Background: an optimization exercise with open tools, aiming at small area. Do not read the settings as production practice.
In this exercise RTL edits were held to simulation tests only and were not proved equivalent to the original.
Power figures rest on the tool's default switching activity, not on a simulated workload.

## run 1
## top_sp
module top_sp(
    input reset, clk,
    input spi_miso,
    output spi_mosi,
    output spi_sck,
    output spi_cs,
    output [15:0] ch4_data
    );
reg        rst_q;       
reg        first;
reg  [5:0] hi;
reg  [4:0] lo;
reg  [8:0] sr;          
reg [11:0] ch4;
wire       infr = (hi[5:2] == 4'd0);     
wire [1:0] k    = hi[1:0];               
wire       act  = infr & ~lo[4];         
wire       fin  = infr & (lo == 5'd16);  
wire last_blk = first ? (lo == ((infr && k == 2'd3) ? 5'd20 : 5'd28))
                      : (lo == 5'd16 || (hi == 6'd32 && lo == 5'd1));
always @(posedge clk) begin
  rst_q <= ~reset;
  if (rst_q) begin
    first <= 1'b1;
    hi    <= 6'd43;
    lo    <= 5'd0;
  end else if (last_blk) begin
    lo <= 5'd0;
    hi <= hi + 6'd1;
    if (infr && k == 2'd3) first <= 1'b0;
  end else
    lo <= lo + 5'd1;
end
wire sh = infr & lo[0] & (
            (act & (~k[1] | (first & ~k[0]))) |
            (lo == 5'd1) |
            (first & k == 2'd1 & lo >= 5'd17 & lo <= 5'd25) |
            (first & k == 2'd2 & lo == 5'd17));
always @(posedge clk)
  if (sh) sr <= {sr[7:0], spi_miso};
wire cn = ~rst_q & infr & (k == 2'd1) & (lo == {first, 4'd11});
wire cb = ~rst_q & infr & (k == 2'd2) & (lo == {first, 4'd11});
always @(posedge clk) begin
  if (!reset) ch4 <= 12'h000;
  else begin
    if (cn) ch4[11:8] <= sr[8:5];
    if (cb) ch4[7:0]  <= sr[8:1];
  end
end
wire mc = act & ((k == 2'd1 & (lo[3:1] == 3'd5 | lo[3:1] == 3'd6)) |
                 (k == 2'd2 & lo[3:2] == 2'd0));
wire sel7 = ~k[1] | (first & ~k[0]);
assign spi_sck  = act & lo[0];
assign spi_mosi = mc | (fin & (sel7 ? sr[7] : sr[0]));
assign spi_cs   = rst_q | (first & ~infr) |
                  (hi == 6'd63 & lo >= 5'd10) |
                  (hi == 6'd0 & (lo <= 5'd9 | (first & lo <= 5'd25)));
assign ch4_data = {4'h0, ch4};
endmodule
Size: about 34 flip-flops, roughly 22 I/O pins, roughly 0.0017 mm² of cells after synthesis.
export LEC_CHECK = 0
export CAP_MARGIN = 20
export CORE_MARGIN = 2
export CORE_UTILIZATION = 40
export CTS_BUF_LIST = sky130_fd_sc_hd__clkbuf_4
export CTS_CLUSTER_DIAMETER = 100
export CTS_CLUSTER_SIZE = 20
export PLACE_DENSITY = 0.6
export SLEW_MARGIN = 20
create_clock -name core_clock -period 10.0 [get_ports {clk}]
run.sh (not shown) runs the stock make flow with config.mk's settings and CLKGATE_MAP_FILE= SYNTH_SCRIPT=/design/flow/synth_recipe.tcl, a recipe that flattens the netlist after the stock synthesis.
Run 1 completed end to end with timing, DRC and antenna clean.
Modified inputs, run 2 compared to run 1
Settings: CTS_CLUSTER_DIAMETER removed (was 100); CTS_CLUSTER_SIZE removed (was 20); CTS_BUF_LIST removed (was sky130_fd_sc_hd__clkbuf_4).
==> flow/flow/run.sh (new file) <==
#!/bin/bash
# Standard layout, with two changes: the port buffers are the smallest
# buffer (buf_1), and clock tree synthesis inserts no dummy loads.
set -o pipefail
export BUFFER_PORTS_ARGS="-buffer_cell sky130_fd_sc_hd__buf_1"
export CTS_ARGS="-sink_clustering_enable -repair_clock_nets -dont_use_dummy_load -buf_list sky130_fd_sc_hd__clkbuf_4 -sink_clustering_size 20 -sink_clustering_max_diameter 100"
bash standard.sh > standard.log 2>&1
==> flow/standard.sh (new file) <==
#!/bin/bash
# synth_recipe.tcl (not shown) runs the flow's synth.tcl, then flattens the netlist and writes it again
# the make line also repeats each setting of config.mk as NAME=value (left out here)
make -C /OpenROAD-flow-scripts/flow DESIGN_CONFIG=/design/flow/config.mk WORK_HOME=/design/flow/orfs CLKGATE_MAP_FILE= SYNTH_SCRIPT=/design/flow/synth_recipe.tcl "${@:-finish}"
removed: flow/run.sh
[summary]
Number of inverters outside the clock class in the layout of run 1 is on par with run 2. Against run 1 as the reference, run 2 delivers a lower maximum single-stage delay on the critical path. Per the comparison of run 2 with run 1, cell area now smaller; routed wire length now sits higher; internal portion of total power went down; pin slew with the least headroom to its limit lower; overall power fell 21%.
Changes in run 3 relative to run 2:
==> flow/run.sh (new file) <==
#!/bin/bash
# synth_recipe.tcl (not shown) runs the flow's synth.tcl, then flattens the netlist and writes it again
# the make line also repeats each setting of config.mk as NAME=value (left out here)
make -C /OpenROAD-flow-scripts/flow DESIGN_CONFIG=/design/flow/config.mk WORK_HOME=/design/flow/orfs CLKGATE_MAP_FILE= SYNTH_SCRIPT=/design/flow/synth_recipe.tcl finish
removed: flow/flow/run.sh
removed: flow/standard.sh
Run 3 ended with every stage complete and zero timing, DRC or antenna violations. Run 3 vs. run 2: portion of total power attributed to sequential cells lower, combinational cell fraction of total power saw a decrease, final cell count higher, wire length the detailed router placed on met1 has increased. Higher via count normalized by instance count among run 3 and run 2: run 2.

==> afterwards: timing with drivers on the ports <==
The results above use ideal ports. As a check the final layouts listed here were re-extracted and re-timed, cells and wires unchanged.
Step 1, drivers: a clkbuf_16 drives clk and a buf_2 each remaining input, both assumed.
Step 2, shift: input delay + t, output delay - t, t = (earliest + latest rising clock arrival at the registers) / 2. This alone moves slack from input paths to output paths.
Slacks: no drivers / after step 1 / after step 2; pairs: no drivers / after step 1.
run	shift t [ns]	setup slack, ns	worst setup path after step 2	latest minus earliest clock arrival (ns)	worst slew at a driven data input, ns
run 1	0.357	5.595 / 5.571 / 5.928	register to output	0.009 / 0.010	0.03
run 2	0.351	5.902 / 5.878 / 6.229	register to output	0.012 / 0.012	0.03
run 3	0.303	5.657 / 5.634 / 5.937	register to output	0.005 / 0.005	0.03
After both steps setup and hold are still met in every run listed.
